From an optimization exercise on the open Yosys and OpenROAD flow, aimed at small area; shortcuts taken in it are not production practice.
Function was checked by simulation only, so behaviour that the tests miss may differ from the original.
Power and IR drop assume default switching activity.

== P ==
Design Register_file, start of the top module:
module Register_file #(parameter WIDTH=32)
    (
	  input clk, write_enable, reset,
	  input [3:0] Source_select_0, Source_select_1, Destination_select,
	  input	[WIDTH-1:0] DATA, Reg_15,
	  output [WIDTH-1:0] out_0, out_1
    );
wire [WIDTH-1:0] wdata;
wire [14:0] we;
wire [15:0] dest, sel0, sel1;
wire reset_n;
Inv urn (.a(reset), .y(reset_n));
genvar i;
generate
    for (i = 0; i < WIDTH; i = i + 1) begin : wd
        And2 u (.a(DATA[i]), .b(reset_n), .y(wdata[i]));
    end
endgenerate
Decoder_4to16 #(0) dsel0 (.IN(Source_select_0), .EN(1'b1), .RST_N(1'b1), .OUT(sel0));
Decoder_4to16 #(0) dsel1 (.IN(Source_select_1), .EN(1'b1), .RST_N(1'b1), .OUT(sel1));
Decoder_4to16 #(1) dec (.IN(Destination_select), .EN(write_enable), .RST_N(reset_n), .OUT(dest));
assign we = dest[14:0];
wire [16*WIDTH-1:0] rd;    
assign rd[15*WIDTH +: WIDTH] = Reg_15;
generate
    for (i = 0 ; i < 15 ; i = i + 1) begin : registers
  ...
For scale: ~1200 cells after synthesis, roughly 140 I/O pins, ~19000 um2 of cells after synthesis.
export LEC_CHECK = 0
export CAP_MARGIN = 20
export CORE_MARGIN = 2
export CORE_UTILIZATION = 70
export PLACE_DENSITY = 0.8
export SLEW_MARGIN = 20
export SYNTH_HIERARCHICAL = 1
export SYNTH_MINIMUM_KEEP_SIZE = 0
create_clock -name core_clock -period 8.0 [get_ports {clk}]
standard.sh (not shown) runs the stock make flow with config.mk's settings and CLKGATE_MAP_FILE= SYNTH_SCRIPT=/design/flow/synth_recipe.tcl, a recipe that flattens the netlist after the stock synthesis.
==> flow/flow/run.sh <==
#!/bin/bash
# The standard layout (the standard.sh, standard synthesis included), with three changes:
#  - port buffers are the smallest buffer, buf_1, instead of the delay buffer buffer_ports picks;
#  - clock tree synthesis uses clkbuf_8 with larger sink clusters and no dummy loads;
#  - everything else is the ORFS default.
# Each make run's full output goes to a log file in the work folder; ORFS's own per-step logs
# are under orfs/logs/.
set -euo pipefail
CTS="-sink_clustering_enable -repair_clock_nets -dont_use_dummy_load -buf_list sky130_fd_sc_hd__clkbuf_8 -sink_clustering_size 16 -sink_clustering_max_diameter 60"
bash standard.sh \
  "BUFFER_PORTS_ARGS=-buffer_cell sky130_fd_sc_hd__buf_1" \
  "CTS_ARGS=$CTS" \
  finish > standard_flow.log 2>&1
#### Input delta (Q over P)
--- a/flow/flow/run.sh
+++ b/flow/flow/run.sh
@@ -3,3 +3,3 @@
 #  - port buffers are the smallest buffer, buf_1, instead of the delay buffer buffer_ports picks;
-#  - clock tree synthesis uses clkbuf_8 with larger sink clusters and no dummy loads;
+#  - clock tree synthesis uses clkbuf_8 with larger sink clusters (18 sinks, 70 um) and no dummy loads;
 #  - everything else is the ORFS default.
@@ -8,3 +8,3 @@
 set -euo pipefail
-CTS="-sink_clustering_enable -repair_clock_nets -dont_use_dummy_load -buf_list sky130_fd_sc_hd__clkbuf_8 -sink_clustering_size 16 -sink_clustering_max_diameter 60"
+CTS="-sink_clustering_enable -repair_clock_nets -dont_use_dummy_load -buf_list sky130_fd_sc_hd__clkbuf_8 -sink_clustering_size 18 -sink_clustering_max_diameter 70"
 bash standard.sh \
## What came out
The non-clock buffer count in Q was higher than what P gave.
Against P, Q reports a wire length after detailed routing that is lower.
Re cell-internal power: P was higher than Q.
Compare P and Q | setup slack lower: P
Post-synth net total came out exactly the same in P and Q.
Number of global-route vias before repair (lower): Q
Fraction of power consumed by the clock network was higher in the run labelled P.
Summary of Q over P: count of non-filler cells in the finished layout comparable, final area comparable, combinational fraction of design power now larger, via count now smaller.
Setup changes, Q to R
Settings: CAP_MARGIN: 20 -> 3; SLEW_MARGIN: 20 -> 3.
R: flow completed, timing, DRC and antenna clean
From Q to R the numbers moved as follows: buffer count from post-CTS setup fixing barely changed, final critical-path share of the clock period went up by 0.22 points, max-slew headroom at the worst pin went down 13 points, utilization after layout now sits lower, combinational power lower.
STATUS via count: R loses against Q
diff inputs: R => S
Settings: a change of SLEW_MARGIN from 3 to 10; a change of CAP_MARGIN from 3 to 10.
--- a/flow/flow/run.sh
+++ b/flow/flow/run.sh
@@ -3,3 +3,3 @@
 #  - port buffers are the smallest buffer, buf_1, instead of the delay buffer buffer_ports picks;
-#  - clock tree synthesis uses clkbuf_8 with larger sink clusters (18 sinks, 70 um) and no dummy loads;
+#  - clock tree synthesis uses clkbuf_8 with larger sink clusters and no dummy loads;
 #  - everything else is the ORFS default.
@@ -8,3 +8,3 @@
 set -euo pipefail
-CTS="-sink_clustering_enable -repair_clock_nets -dont_use_dummy_load -buf_list sky130_fd_sc_hd__clkbuf_8 -sink_clustering_size 18 -sink_clustering_max_diameter 70"
+CTS="-sink_clustering_enable -repair_clock_nets -dont_use_dummy_load -buf_list sky130_fd_sc_hd__clkbuf_8 -sink_clustering_size 16 -sink_clustering_max_diameter 60"
 bash standard.sh \
## What came out
Looking at highest metal layer with signal wires, the met4 result is from R; the met5 one comes from S.
Going from R to S, smallest hold slack picked up an extra 0.076 ns, clock period minus worst slack held.
On final critical-path setup slack, R tracks S almost exactly.
Relative to S, the following input files were edited for T:
--- a/flow/flow/run.sh
+++ b/flow/flow/run.sh
@@ -3,3 +3,3 @@
 #  - port buffers are the smallest buffer, buf_1, instead of the delay buffer buffer_ports picks;
-#  - clock tree synthesis uses clkbuf_8 with larger sink clusters and no dummy loads;
+#  - clock tree synthesis uses clkbuf_8 with larger sink clusters (18 sinks, 70 um) and no dummy loads;
 #  - everything else is the ORFS default.
@@ -8,3 +8,3 @@
 set -euo pipefail
-CTS="-sink_clustering_enable -repair_clock_nets -dont_use_dummy_load -buf_list sky130_fd_sc_hd__clkbuf_8 -sink_clustering_size 16 -sink_clustering_max_diameter 60"
+CTS="-sink_clustering_enable -repair_clock_nets -dont_use_dummy_load -buf_list sky130_fd_sc_hd__clkbuf_8 -sink_clustering_size 18 -sink_clustering_max_diameter 70"
 bash standard.sh \
Findings:
Cell count went down slightly going from S to T. The launching instance or port of the critical path comes out Source_select_0[3] in one run and Source_select_0[1] in the other, namely in T and S respectively. Going from S to T, number of clock buffers in the layout -17%, total length of routed met3 wires increased 2.0%, number of nets in the final layout now smaller.

[separate check: timing with driven ports]
In the flow no input, the clock included, has a driving cell. The finished layouts below were timed again as built, in two steps.
Step 1 assumes that a clkbuf_16 drives the clock port and a buf_2 every other input.
Step 2 moves the port delays by t, midway between the first and last clock arrival at a register: inputs arrive t later, outputs are due t later. That takes back most of the time a late clock gives input paths.
Slacks: ideal ports / drivers / drivers and shift; pairs: ideal ports / drivers.
run | t (ns) | setup WS [ns] | worst hold slack (ns) | cell pins on the clock port's net
P | 0.597 | 2.646 / 2.623 / 2.623 | 1.593 / 1.565 / 2.162 | 1
Q | 0.674 | 2.689 / 2.666 / 2.666 | 1.515 / 1.487 / 2.162 | 1
R | 0.670 | 2.672 / 2.652 / 2.652 | 1.516 / 1.489 / 2.159 | 1
S | 0.601 | 2.670 / 2.644 / 2.644 | 1.592 / 1.563 / 2.163 | 1
T | 0.677 | 2.626 / 2.606 / 2.606 | 1.503 / 1.476 / 2.153 | 1
After both steps setup and hold are still met in every run listed. For S, which loses most, drivers alone change the setup slack by -0.026 ns; drivers and shift together by -0.026 ns.
